Source: an optimization exercise on an open RTL-to-GDS flow (aim: small area). Production flows keep margins and buffers that such runs may drop.
Only simulation tests tie the RTL to the original design; equivalence was not proved.
Power and IR drop assume default switching activity.

[flow/design.v]
`timescale 1ns / 1ps
module tomasulo #(
    parameter NUM_INSTRUCTIONS = 16,
    parameter NUM_REGISTERS = 8,
    parameter INSTR_WIDTH = 12,   
    parameter NUM_CYCLES = 500,
    parameter CYCLE_WIDTH = $clog2(NUM_CYCLES),
    parameter INSTRUCTION_WIDTH = $clog2(NUM_INSTRUCTIONS)
)(
    input wire clk,
    input wire reset,
    input wire [INSTR_WIDTH-1:0] instruction,
    input wire load_instruction,
    input wire loading_complete,
    output reg [NUM_INSTRUCTIONS-1:0] issue,
    output reg [NUM_INSTRUCTIONS-1:0] ex_start,
    output reg [NUM_INSTRUCTIONS-1:0] ex_comp,
    output reg [NUM_INSTRUCTIONS-1:0] write,
    output reg [NUM_INSTRUCTIONS-1:0] commit
);
    localparam LOAD  = 3'b001, LD_LATENCY = 2;
    localparam ADD   = 3'b010, ADD_LATENCY = 2;
    localparam SUB   = 3'b011, SUB_LATENCY = 2;
    localparam MUL   = 3'b100, MUL_LATENCY = 6;
    localparam DIV   = 3'b101, DIV_LATENCY = 25;
    reg [2:0] opcode [0:NUM_INSTRUCTIONS-1];
    reg [2:0] dst_reg [0:NUM_INSTRUCTIONS-1];
    reg [2:0] src_reg1 [0:NUM_INSTRUCTIONS-1];
    reg [2:0] src_reg2 [0:NUM_INSTRUCTIONS-1];
    reg [INSTRUCTION_WIDTH - 1:0] instr_count;
    reg [NUM_REGISTERS-1:0] reg_busy;
    reg [INSTRUCTION_WIDTH - 1:0] reg_producer [0:NUM_REGISTERS-1];
    reg [CYCLE_WIDTH - 1:0] reg_write_cycle [0:NUM_REGISTERS-1];
    reg [INSTRUCTION_WIDTH - 1:0] src1_dep [0:NUM_INSTRUCTIONS-1];
    reg [INSTRUCTION_WIDTH - 1:0] src2_dep [0:NUM_INSTRUCTIONS-1];
    reg src1_has_dep [0:NUM_INSTRUCTIONS-1];
    reg src2_has_dep [0:NUM_INSTRUCTIONS-1];
    reg [1:0] load_rs_valid;
    reg [INSTRUCTION_WIDTH - 1:0] load_rs_instr [0:1];
    reg [1:0] add_rs_valid;
    reg [INSTRUCTION_WIDTH - 1:0] add_rs_instr [0:1];
    reg [1:0] mul_rs_valid;
    reg [INSTRUCTION_WIDTH - 1:0] mul_rs_instr [0:1];
    reg mem_unit_busy;
    reg [INSTRUCTION_WIDTH - 1:0] mem_unit_instr;
    reg [CYCLE_WIDTH - 1:0] mem_unit_finish_cycle;
    reg add_unit_busy;
    reg [INSTRUCTION_WIDTH - 1:0] add_unit_instr;
    reg [CYCLE_WIDTH - 1:0] add_unit_finish_cycle;
    reg mul_unit_busy;
    reg [INSTRUCTION_WIDTH - 1:0] mul_unit_instr;
    reg [CYCLE_WIDTH - 1:0] mul_unit_finish_cycle;
    reg [INSTRUCTION_WIDTH - 1:0] issue_ptr;
    reg [INSTRUCTION_WIDTH - 1:0] commit_ptr;
    reg [CYCLE_WIDTH - 1:0] current_cycle;
    reg [INSTRUCTION_WIDTH - 1:0] write_buffer [0:2];
    reg [2:0] write_buffer_valid;
    wire can_issue = (issue_ptr < NUM_INSTRUCTIONS) && !issue[issue_ptr];
    wire load_rs_full = load_rs_valid[0] && load_rs_valid[1];
    wire add_rs_full = add_rs_valid[0] && add_rs_valid[1];
    wire mul_rs_full = mul_rs_valid[0] && mul_rs_valid[1];
    always @(posedge clk or posedge reset) begin
        if (reset) begin
            instr_count <= 0;
        end
        else if (!loading_complete && load_instruction) begin
            if (instr_count < NUM_INSTRUCTIONS) begin
            opcode[instr_count] <= instruction[11:9];
            dst_reg[instr_count] <= instruction[8:6];
            src_reg1[instr_count] <= instruction[5:3];
            src_reg2[instr_count] <= instruction[2:0];
            end
            instr_count <= instr_count + 1;
        end
        else begin
        end
    end
    always @(posedge clk or posedge reset) begin
        if (reset) begin
            issue <= 0;
            ex_start <= 0;
            ex_comp <= 0;
            write <= 0;
            commit <= 0;
            load_rs_valid <= 0;
            add_rs_valid <= 0;
            mul_rs_valid <= 0;
            mem_unit_busy <= 0;
            add_unit_busy <= 0;
            mul_unit_busy <= 0;
            issue_ptr <= 0;
            commit_ptr <= 0;
            current_cycle <= 0;
            reg_busy <= 0;
            write_buffer_valid <= 0;
        end else if (loading_complete) begin
            current_cycle <= current_cycle + 1;
            if (can_issue) begin
                case (opcode[issue_ptr])
                    LOAD: begin
                        if (!load_rs_full) begin
                            issue[issue_ptr] <= 1;
                            if (!load_rs_valid[0]) begin
                                load_rs_valid[0] <= 1;
                                load_rs_instr[0] <= issue_ptr;
                            end else begin
                                load_rs_valid[1] <= 1;
                                load_rs_instr[1] <= issue_ptr;
                            end
                            reg_busy[dst_reg[issue_ptr]] <= 1;
                            reg_producer[dst_reg[issue_ptr]] <= issue_ptr;
                            issue_ptr <= issue_ptr + 1;
                        end
                        else begin
                        end
                    end
                    ADD, SUB: begin
                        if (!add_rs_full) begin
                            src1_has_dep[issue_ptr] <= reg_busy[src_reg1[issue_ptr]];
                            src2_has_dep[issue_ptr] <= reg_busy[src_reg2[issue_ptr]];
                            if (reg_busy[src_reg1[issue_ptr]]) 
                                src1_dep[issue_ptr] <= reg_producer[src_reg1[issue_ptr]];
                            else begin
                            end
                            if (reg_busy[src_reg2[issue_ptr]]) 
                                src2_dep[issue_ptr] <= reg_producer[src_reg2[issue_ptr]];
                            else begin
                            end
                            issue[issue_ptr] <= 1;
                            if (!add_rs_valid[0]) begin
                                add_rs_valid[0] <= 1;
                                add_rs_instr[0] <= issue_ptr;
                            end else begin
                                add_rs_valid[1] <= 1;
                                add_rs_instr[1] <= issue_ptr;
                            end
                            reg_busy[dst_reg[issue_ptr]] <= 1;
                            reg_producer[dst_reg[issue_ptr]] <= issue_ptr;
                            issue_ptr <= issue_ptr + 1;
                        end
                        else begin
                        end
                    end
                    MUL, DIV: begin
                        if (!mul_rs_full) begin
                            src1_has_dep[issue_ptr] <= reg_busy[src_reg1[issue_ptr]];
                            src2_has_dep[issue_ptr] <= reg_busy[src_reg2[issue_ptr]];
                            if (reg_busy[src_reg1[issue_ptr]]) 
                                src1_dep[issue_ptr] <= reg_producer[src_reg1[issue_ptr]];
                            else begin
                            end
                            if (reg_busy[src_reg2[issue_ptr]]) 
                                src2_dep[issue_ptr] <= reg_producer[src_reg2[issue_ptr]];
                            else begin
                            end
                            issue[issue_ptr] <= 1;
                            if (!mul_rs_valid[0]) begin
                                mul_rs_valid[0] <= 1;
                                mul_rs_instr[0] <= issue_ptr;
                            end else begin
                                mul_rs_valid[1] <= 1;
                                mul_rs_instr[1] <= issue_ptr;
                            end
                            reg_busy[dst_reg[issue_ptr]] <= 1;
                            reg_producer[dst_reg[issue_ptr]] <= issue_ptr;
                            issue_ptr <= issue_ptr + 1;
                        end
                        else begin
                        end
                    end
                    default: begin
                    end
                endcase
            end
            else begin
            end
            if (load_rs_valid[0] && !mem_unit_busy) begin
                ex_start[load_rs_instr[0]] <= 1;
                mem_unit_busy <= 1;
                mem_unit_instr <= load_rs_instr[0];
                mem_unit_finish_cycle <= current_cycle + LD_LATENCY;
                load_rs_valid[0] <= 0;
                if (load_rs_valid[1]) begin
                    load_rs_valid[0] <= 1;
                    load_rs_instr[0] <= load_rs_instr[1];
                    load_rs_valid[1] <= 0;
                end
                else begin
                end
            end
            else if (load_rs_valid[1] && !mem_unit_busy) begin
                ex_start[load_rs_instr[1]] <= 1;
                mem_unit_busy <= 1;
                mem_unit_instr <= load_rs_instr[1];
                mem_unit_finish_cycle <= current_cycle + LD_LATENCY;
                load_rs_valid[1] <= 0;
            end
            else begin
            end
            if (add_rs_valid[0] && !add_unit_busy) begin
                if ((!src1_has_dep[add_rs_instr[0]] || write[src1_dep[add_rs_instr[0]]]) &&
                    (!src2_has_dep[add_rs_instr[0]] || write[src2_dep[add_rs_instr[0]]])) begin
                    ex_start[add_rs_instr[0]] <= 1;
                    add_unit_busy <= 1;
                    add_unit_instr <= add_rs_instr[0];
                    add_unit_finish_cycle <= current_cycle + ADD_LATENCY;
                    add_rs_valid[0] <= 0;
                    if (add_rs_valid[1]) begin
                        add_rs_valid[0] <= 1;
                        add_rs_instr[0] <= add_rs_instr[1];
                        add_rs_valid[1] <= 0;
                    end
                    else begin
                    end
                end
                else begin
                end
            end
            else if (add_rs_valid[1] && !add_unit_busy) begin
                if ((!src1_has_dep[add_rs_instr[1]] || write[src1_dep[add_rs_instr[1]]]) &&
                    (!src2_has_dep[add_rs_instr[1]] || write[src2_dep[add_rs_instr[1]]])) begin
                    ex_start[add_rs_instr[1]] <= 1;
                    add_unit_busy <= 1;
                    add_unit_instr <= add_rs_instr[1];
                    add_unit_finish_cycle <= current_cycle + ADD_LATENCY;
                    add_rs_valid[1] <= 0;
                end
                else begin
                end
            end
            else begin
            end
            if (mul_rs_valid[0] && !mul_unit_busy) begin
                if ((!src1_has_dep[mul_rs_instr[0]] || write[src1_dep[mul_rs_instr[0]]]) &&
                    (!src2_has_dep[mul_rs_instr[0]] || write[src2_dep[mul_rs_instr[0]]])) begin
                    ex_start[mul_rs_instr[0]] <= 1;
                    mul_unit_busy <= 1;
                    mul_unit_instr <= mul_rs_instr[0];
                    mul_unit_finish_cycle <= current_cycle + 
                        ((opcode[mul_rs_instr[0]] == MUL) ? MUL_LATENCY : DIV_LATENCY);
                    mul_rs_valid[0] <= 0;
                    if (mul_rs_valid[1]) begin
                        mul_rs_valid[0] <= 1;
                        mul_rs_instr[0] <= mul_rs_instr[1];
                        mul_rs_valid[1] <= 0;
                    end
                    else begin
                    end
                end
                else begin
                end
            end
            else if (mul_rs_valid[1] && !mul_unit_busy) begin
                if ((!src1_has_dep[mul_rs_instr[1]] || write[src1_dep[mul_rs_instr[1]]]) &&
                    (!src2_has_dep[mul_rs_instr[1]] || write[src2_dep[mul_rs_instr[1]]])) begin
                    ex_start[mul_rs_instr[1]] <= 1;
                    mul_unit_busy <= 1;
                    mul_unit_instr <= mul_rs_instr[1];
                    mul_unit_finish_cycle <= current_cycle + 
                        ((opcode[mul_rs_instr[1]] == MUL) ? MUL_LATENCY : DIV_LATENCY);
                    mul_rs_valid[1] <= 0;
                end
                else begin
                end
            end
            else begin
            end
            if (mem_unit_busy) begin  
                ex_comp[mem_unit_instr] <= 1;
                mem_unit_busy <= 0;
                write_buffer[0] <= mem_unit_instr;
                write_buffer_valid[0] <= 1'b1;
            end
            else begin
            end
            if (add_unit_busy) begin  
                ex_comp[add_unit_instr] <= 1;
                add_unit_busy <= 0;
                write_buffer[1] <= add_unit_instr;
                write_buffer_valid[1] <= 1'b1;
            end
            else begin
            end
            if (mul_unit_busy && current_cycle == mul_unit_finish_cycle - {{(CYCLE_WIDTH-1){1'b0}}, 1'b1}) begin
                ex_comp[mul_unit_instr] <= 1;
                mul_unit_busy <= 0;
                write_buffer[2] <= mul_unit_instr;
                write_buffer_valid[2] <= 1'b1;
            end
            else begin
            end
            if (write_buffer_valid[0]) begin
                write[write_buffer[0]] <= 1;
                reg_busy[dst_reg[write_buffer[0]]] <= 0;
                write_buffer_valid[0] <= 1'b0;
            end
            else begin
            end
            if (write_buffer_valid[1]) begin
                write[write_buffer[1]] <= 1;
                reg_busy[dst_reg[write_buffer[1]]] <= 0;
                write_buffer_valid[1] <= 1'b0;
            end
            else begin
            end
            if (write_buffer_valid[2]) begin
                write[write_buffer[2]] <= 1;
                reg_busy[dst_reg[write_buffer[2]]] <= 0;
                write_buffer_valid[2] <= 1'b0;
            end
            else begin
            end
            if ((commit_ptr < NUM_INSTRUCTIONS) && write[commit_ptr] && !commit[commit_ptr] && (commit_ptr == 0 || commit[commit_ptr-1])) begin
                commit[commit_ptr] <= 1;
                commit_ptr <= commit_ptr + 1;
            end
            else begin
            end
        end
        else begin
        end
    end
endmodule
[flow/config.mk]
export PLATFORM = sky130hd
export DESIGN_NAME = tomasulo
export DESIGN_NICKNAME = tomasulo
export VERILOG_FILES = /design/flow/design.v
export SDC_FILE = /design/flow/constraint.sdc
export NUM_CORES = 4
export LEC_CHECK = 0
export CAP_MARGIN = 20
export CORE_MARGIN = 2
export CORE_UTILIZATION = 40
export SLEW_MARGIN = 20
[flow/run.sh]
#!/bin/bash
# synth_recipe.tcl (not shown) runs the flow's synth.tcl, then flattens the netlist and writes it again
# the make line also repeats each setting of config.mk as NAME=value (left out here)
make -C /OpenROAD-flow-scripts/flow DESIGN_CONFIG=/design/flow/config.mk WORK_HOME=/design/flow/orfs CLKGATE_MAP_FILE= SYNTH_SCRIPT=/design/flow/synth_recipe.tcl finish
[flow/constraint.sdc]
create_clock -name core_clock -period 10.0 [get_ports {clk}]
set_input_delay 2.0000 -clock core_clock [delete_from_list [all_inputs] [get_ports {clk}]]
set_output_delay 2.0000 -clock core_clock [all_outputs]
set_load 0.01 [all_outputs]
==> summary.txt <==
Timing analysis after detailed placement gives a worst setup slack of about 4500 ps. Setup slack closes at 4530 ps. The placeable core area came out at between 0.08 and 0.09 mm2. The count of endpoints failing setup in the final report came out at 0.

The congestion estimate from routability-driven global placement came to approximately 1.0. The initial antenna violation count is 2. The overall track demand over capacity in global routing is 0.300. The proportion of synthesized flip-flops having asynchronous set or reset is 0.215.

The startpoint identified for the worst hold timing path is ex_comp[13]. The total net switching power came out at 4.39 mW. The max-slew violation total from the final report came out at 0. The TritonCTS clock tree is yes. Of the total power, registers draw 0.362. The number of routed nets with antenna violations is 0. Buffers added to address setup during post-CTS repair amount to 0. Of the synthesized area, sequential elements account for 0.466. The number of cells on the worst hold path is 1.

STA classifies the critical path startpoint as a flip-flop. The maximum number of buffers from clock root to sink is 3. The tree is rooted in a sky130_fd_sc_hd__clkbuf_16. The die width came out at 299 um.

The number of storage elements in the synthesis netlist came out at around 560. The portion of the clock cycle consumed by the worst path in the final layout came out at 0.547. The largest fanout on the critical path came out at 32.

The classification of the worst-slack hold path is reg -> reg. The first-pass GRT wire length came out at 201,000 um. In this run the critical register-to-register path is captured at src1_dep[9][2]. The path with the worst hold slack has its endpoint at ex_comp[13].

The number of global-route vias before repair came to just under 30,000. The detailed router placed roughly 31,000 vias in this run. The synthesized design contains about 440 enable-type register cells. The post-cts gate resize count is 0. The net total in the final layout is 3,493. The launch point of the worst reg-to-reg path is issue_ptr[0]. The count of buffers from port buffering came out at 95. The number of warnings reported in the yosys synthesis log is 14. The layout overhead on the synthesized area is 11.4%. The synthesized instance count came out at approximately 3,400. CTS saw 562 sinks. The remaining routing DRC violations is 0. The initial core utilization came out at 0.403. The total power is about 10 mW. The length in cells of the worst reg-to-reg path is 12. The net count of the mapped netlist is roughly 3,500.

The critical path data required time is 10,280 ps. The estimated wirelength of the detail-placed design came out at a little under 100,000 um. During I/O placement, the number of pins put on the boundary was between 90 and 100. In this run, CTS created clock tree buffers numbering 60. The proportion of total power due to net switching is 0.422.

The final sum of negative setup slack came out at 0 ps. The sum of met3 wire segment lengths after detailed routing is 16,200 um. The flow ran to the end and the layout has no timing, DRC or antenna violations. The H-tree generated during clock tree synthesis spans 2 levels. The worst clock skew came out at just over 70 ps.

The distinct cell type count of the synthesized netlist came out at 100. Of the cells placed in the final design, the portion with a size suffix greater than 1 is 0.0859. The max capacitance violation total came out at 0.

The combinational share of power came out at 0.423. The final hold violation count is 0. The placed cell count came out at ~4,500.

The largest registers in the layout are src1_dep (64), src2_dep (64). The post-detailed-route wirelength per cell is between 30 and 40 um. The die footprint is 0.0897 mm2. The path type of the worst setup path is reg -> reg. The pin count of the biggest net entering global routing came out at 72. The endpoint arrival time on the critical path came out at between 5000 and 6000 ps. STA classifies the critical path endpoint as a flip-flop. The worst-margin pin slew came out at 1180 ps.

The highest routing layer actually used is met4. For this block, the initial DRC count from the detailed router was between 5,000 and 6,000. After clock tree synthesis, the flow added hold-fix buffers numbering 0. The most instantiated flip-flop cell in the synthesis netlist is sky130_fd_sc_hd__edfxtp_1. The worst slew slack as a fraction of its limit is 0.214.

Wire segments on met2 add up to between 50,000 and 60,000 um in the final route. The highest ir drop seen on vdd came out at ~0.21 mV. The portion of total power attributed to the clock network is 0.215. The floorplan row count came out at about 110. The die height is 299 um.

The total power per unit cell area came out at 267 mW/mm2. Cell internal power was estimated by the tool at around 6.0 mW. Each instance of the synthesized netlist takes up on average ~10 um2. The netlist area before placement is ~0.035 mm2.

For this run, the top clock speed supported by timing is 0.183 GHz. The clock edge transition at the registers on the reported setup and hold paths is ~70 ps. Wires add up to ~140,000 um.

Summed over all layers, the global routing overflow is 0. The post-layout instance count excluding filler cells is between 4,000 and 5,000. Setup repair after global routing left no endpoint under its margin. Using the TritonRoute via totals, the vias-per-cell ratio works out to around 6.8. The detailed-routing iteration count for the pre-antenna-repair pass came out at 11. In the final routing, the length of wire on met1 measures approximately 56,000 um. The flop-to-flop setup slack came out at 4530 ps. For the worst-skew pair, the clock arrives at the later sink with an insertion delay of roughly 680 ps.

The minimum clock period came out at roughly 5500 ps. The standby leakage power came out at approximately 14 nW.
==> cells in the mapped netlist, types with 15 or more instances <==
cell | n | area [um2]
sky130_fd_sc_hd__a21oi_1 | 140 | 701
sky130_fd_sc_hd__nand4_1 | 32 | 200
sky130_fd_sc_hd__mux2_1 | 16 | 180
sky130_fd_sc_hd__a222oi_1 | 57 | 571
sky130_fd_sc_hd__nand2b_1 | 32 | 200
sky130_fd_sc_hd__nor3_1 | 70 | 350
sky130_fd_sc_hd__nand2_1 | 303 | 1140
sky130_fd_sc_hd__a221oi_1 | 66 | 578
sky130_fd_sc_hd__a32oi_1 | 18 | 158
sky130_fd_sc_hd__ha_1 | 91 | 1140
sky130_fd_sc_hd__o22ai_1 | 40 | 250
sky130_fd_sc_hd__a21o_1 | 44 | 330
sky130_fd_sc_hd__o211ai_1 | 22 | 165
sky130_fd_sc_hd__nand3_1 | 119 | 596
sky130_fd_sc_hd__o21ai_1 | 15 | 75.1
sky130_fd_sc_hd__buf_2 | 43 | 215
sky130_fd_sc_hd__a211oi_1 | 17 | 128
sky130_fd_sc_hd__and3_1 | 41 | 257
sky130_fd_sc_hd__a311oi_1 | 18 | 158
sky130_fd_sc_hd__inv_1 | 119 | 447
sky130_fd_sc_hd__edfxtp_1 | 441 | 13200
sky130_fd_sc_hd__buf_1 | 35 | 131
sky130_fd_sc_hd__xnor2_1 | 40 | 350
sky130_fd_sc_hd__xor2_1 | 25 | 219
sky130_fd_sc_hd__dfrtp_1 | 121 | 3030
sky130_fd_sc_hd__o21ai_0 | 185 | 926
sky130_fd_sc_hd__a31oi_1 | 69 | 432
sky130_fd_sc_hd__and2_1 | 43 | 269
sky130_fd_sc_hd__mux2i_1 | 131 | 1310
sky130_fd_sc_hd__a22o_1 | 48 | 420
sky130_fd_sc_hd__mux2_2 | 48 | 541
sky130_fd_sc_hd__nor2_1 | 222 | 833
sky130_fd_sc_hd__nor2b_1 | 44 | 275
sky130_fd_sc_hd__mux4_2 | 33 | 743
sky130_fd_sc_hd__a41oi_1 | 19 | 166
sky130_fd_sc_hd__a22oi_1 | 135 | 1010
sky130_fd_sc_hd__nand3b_1 | 29 | 218
sky130_fd_sc_hd__o221ai_1 | 15 | 131
sky130_fd_sc_hd__clkbuf_1 | 170 | 638
==> layout by cell type, fill, tap and decap left out, drive strengths merged, types with 15 or more instances in the layout <==
cell | Yosys | layout
a211oi | 18 | 18
a21o | 44 | 44
a21oi | 141 | 141
a221oi | 66 | 66
a222oi | 57 | 57
a22o | 48 | 48
a22oi | 135 | 135
a311oi | 18 | 18
a31oi | 72 | 72
a32oi | 18 | 18
a41oi | 20 | 20
and2 | 44 | 44
and3 | 41 | 41
buf | 84 | 73
clkbuf | 170 | 73
clkdlybuf4s50 | 0 | 94
clkinv | 3 | 25
dfrtp | 121 | 121
edfxtp | 441 | 441
ha | 91 | 91
inv | 121 | 123
mux2 | 65 | 65
mux2i | 131 | 131
mux4 | 33 | 33
nand2 | 304 | 304
nand2b | 32 | 32
nand3 | 119 | 119
nand3b | 29 | 29
nand4 | 32 | 32
nor2 | 222 | 222
nor2b | 44 | 44
nor3 | 70 | 70
o211ai | 22 | 22
o21ai | 200 | 200
o221ai | 15 | 15
o22ai | 40 | 40
xnor2 | 40 | 40
xor2 | 25 | 25
==> layer usage <==
layer | vias to the layer above | track usage
met1 | 15100 | 0.414
li1 | 13200 | -
met5 | - | 0
met4 | 0 | 0.132
met3 | 471 | 0.0697
met2 | 2177 | 0.449
==> how the worst max path moves through the flow <==
stage | to | start | depth (start not counted) | slack [ps]
global placement | src2_dep[9][0] | issue_ptr[0] | 12 | 4260
CTS | mul_unit_instr[0] | mul_rs_instr[1][0] | 14 | 4420
global route | src1_dep[14][0] | issue_ptr[0] | 12 | 4050
floorplan | mul_unit_finish_cycle[0] | reset | 3 | 3360
finish | src1_dep[9][2] | issue_ptr[0] | 12 | 4530
detailed placement | mul_unit_finish_cycle[0] | mul_rs_instr[1][0] | 14 | 4460
==> metrics by stage <==
step	utilization	cell area, um2	hold slack, ps
after floorplan	-	34900	424
after global placement	0.426	36900	442
after detailed placement	0.426	36900	443
after CTS	0.449	38900	459
after global routing	0.449	38900	477
final	0.449	38900	456
==> final cells by class <==
class / instances / area [um2]
fillers: 8131 / 47700
multi-input cells: 2470 / 17300
flip-flops and latches: 562 / 16300
clock buffers: 73 / 1590
repair buffers: 167 / 1490
well taps: 1155 / 1450
inverters: 124 / 470
clock inverters: 38 / 375
diodes: 2 / 5.00
==> critical path, stage by stage, from the launching register on <==
cell and delay [ps]:
sky130_fd_sc_hd__dfrtp_1 540, sky130_fd_sc_hd__buf_4 320, sky130_fd_sc_hd__ha_2 550, sky130_fd_sc_hd__buf_4 450, sky130_fd_sc_hd__nor3_1 110, sky130_fd_sc_hd__nand2_1 580, sky130_fd_sc_hd__nor2_1 90, sky130_fd_sc_hd__a31oi_1 450
sky130_fd_sc_hd__and2_1 260, sky130_fd_sc_hd__a22oi_1 140, sky130_fd_sc_hd__nor3_2 620, sky130_fd_sc_hd__nand2_1 520, sky130_fd_sc_hd__nor2_1 440
==> power by group through the flow <==
| stage | clock network (mW) | registers [mW] | logic [mW] |
|---|---|---|---|
| floorplan | 0 | 3.56 | 2.69 |
| global placement | 0 | 3.79 | 4.26 |
| detailed placement | 0 | 3.78 | 4.28 |
| CTS | 2.25 | 3.74 | 4.30 |
| global route | 2.34 | 3.78 | 4.70 |
| finish | 2.23 | 3.77 | 4.40 |
==> cells by family after synthesis <==
kind of cell | Yosys count | share of synthesized area
simple gates | 1005 | 0.139
flops | 562 | 0.466
compound gates | 1079 | 0.223
buf+inv | 378 | 0.0429
mux | 229 | 0.0799
fa+ha+maj | 92 | 0.0332
xor+xnor | 65 | 0.0163

-- separate check: timing with driven ports --
The flow's constraints put no driver on any port. The routed layout listed below was extracted and timed again, unchanged, in two steps. Step 1, drivers: a clkbuf_16 drives clk and a buf_2 each remaining input, both assumed. Step 2, shift: input delay + t, output delay - t, t = (earliest + latest rising clock arrival at the registers) / 2. This alone moves slack from input paths to output paths. Slacks: no drivers / after step 1 / after step 2; pairs: no drivers / after step 1.
shift t [ns]: 0.717
setup WS [ns]: 4.529 / 4.529 / 4.529
clock arrival spread, ns: 0.073 / 0.073
worst data-port slew with drivers (ns): 0.06
After both steps this run still meets setup and hold. For this run, drivers alone change the setup slack by 0.000 ns; drivers and shift together by 0.000 ns.
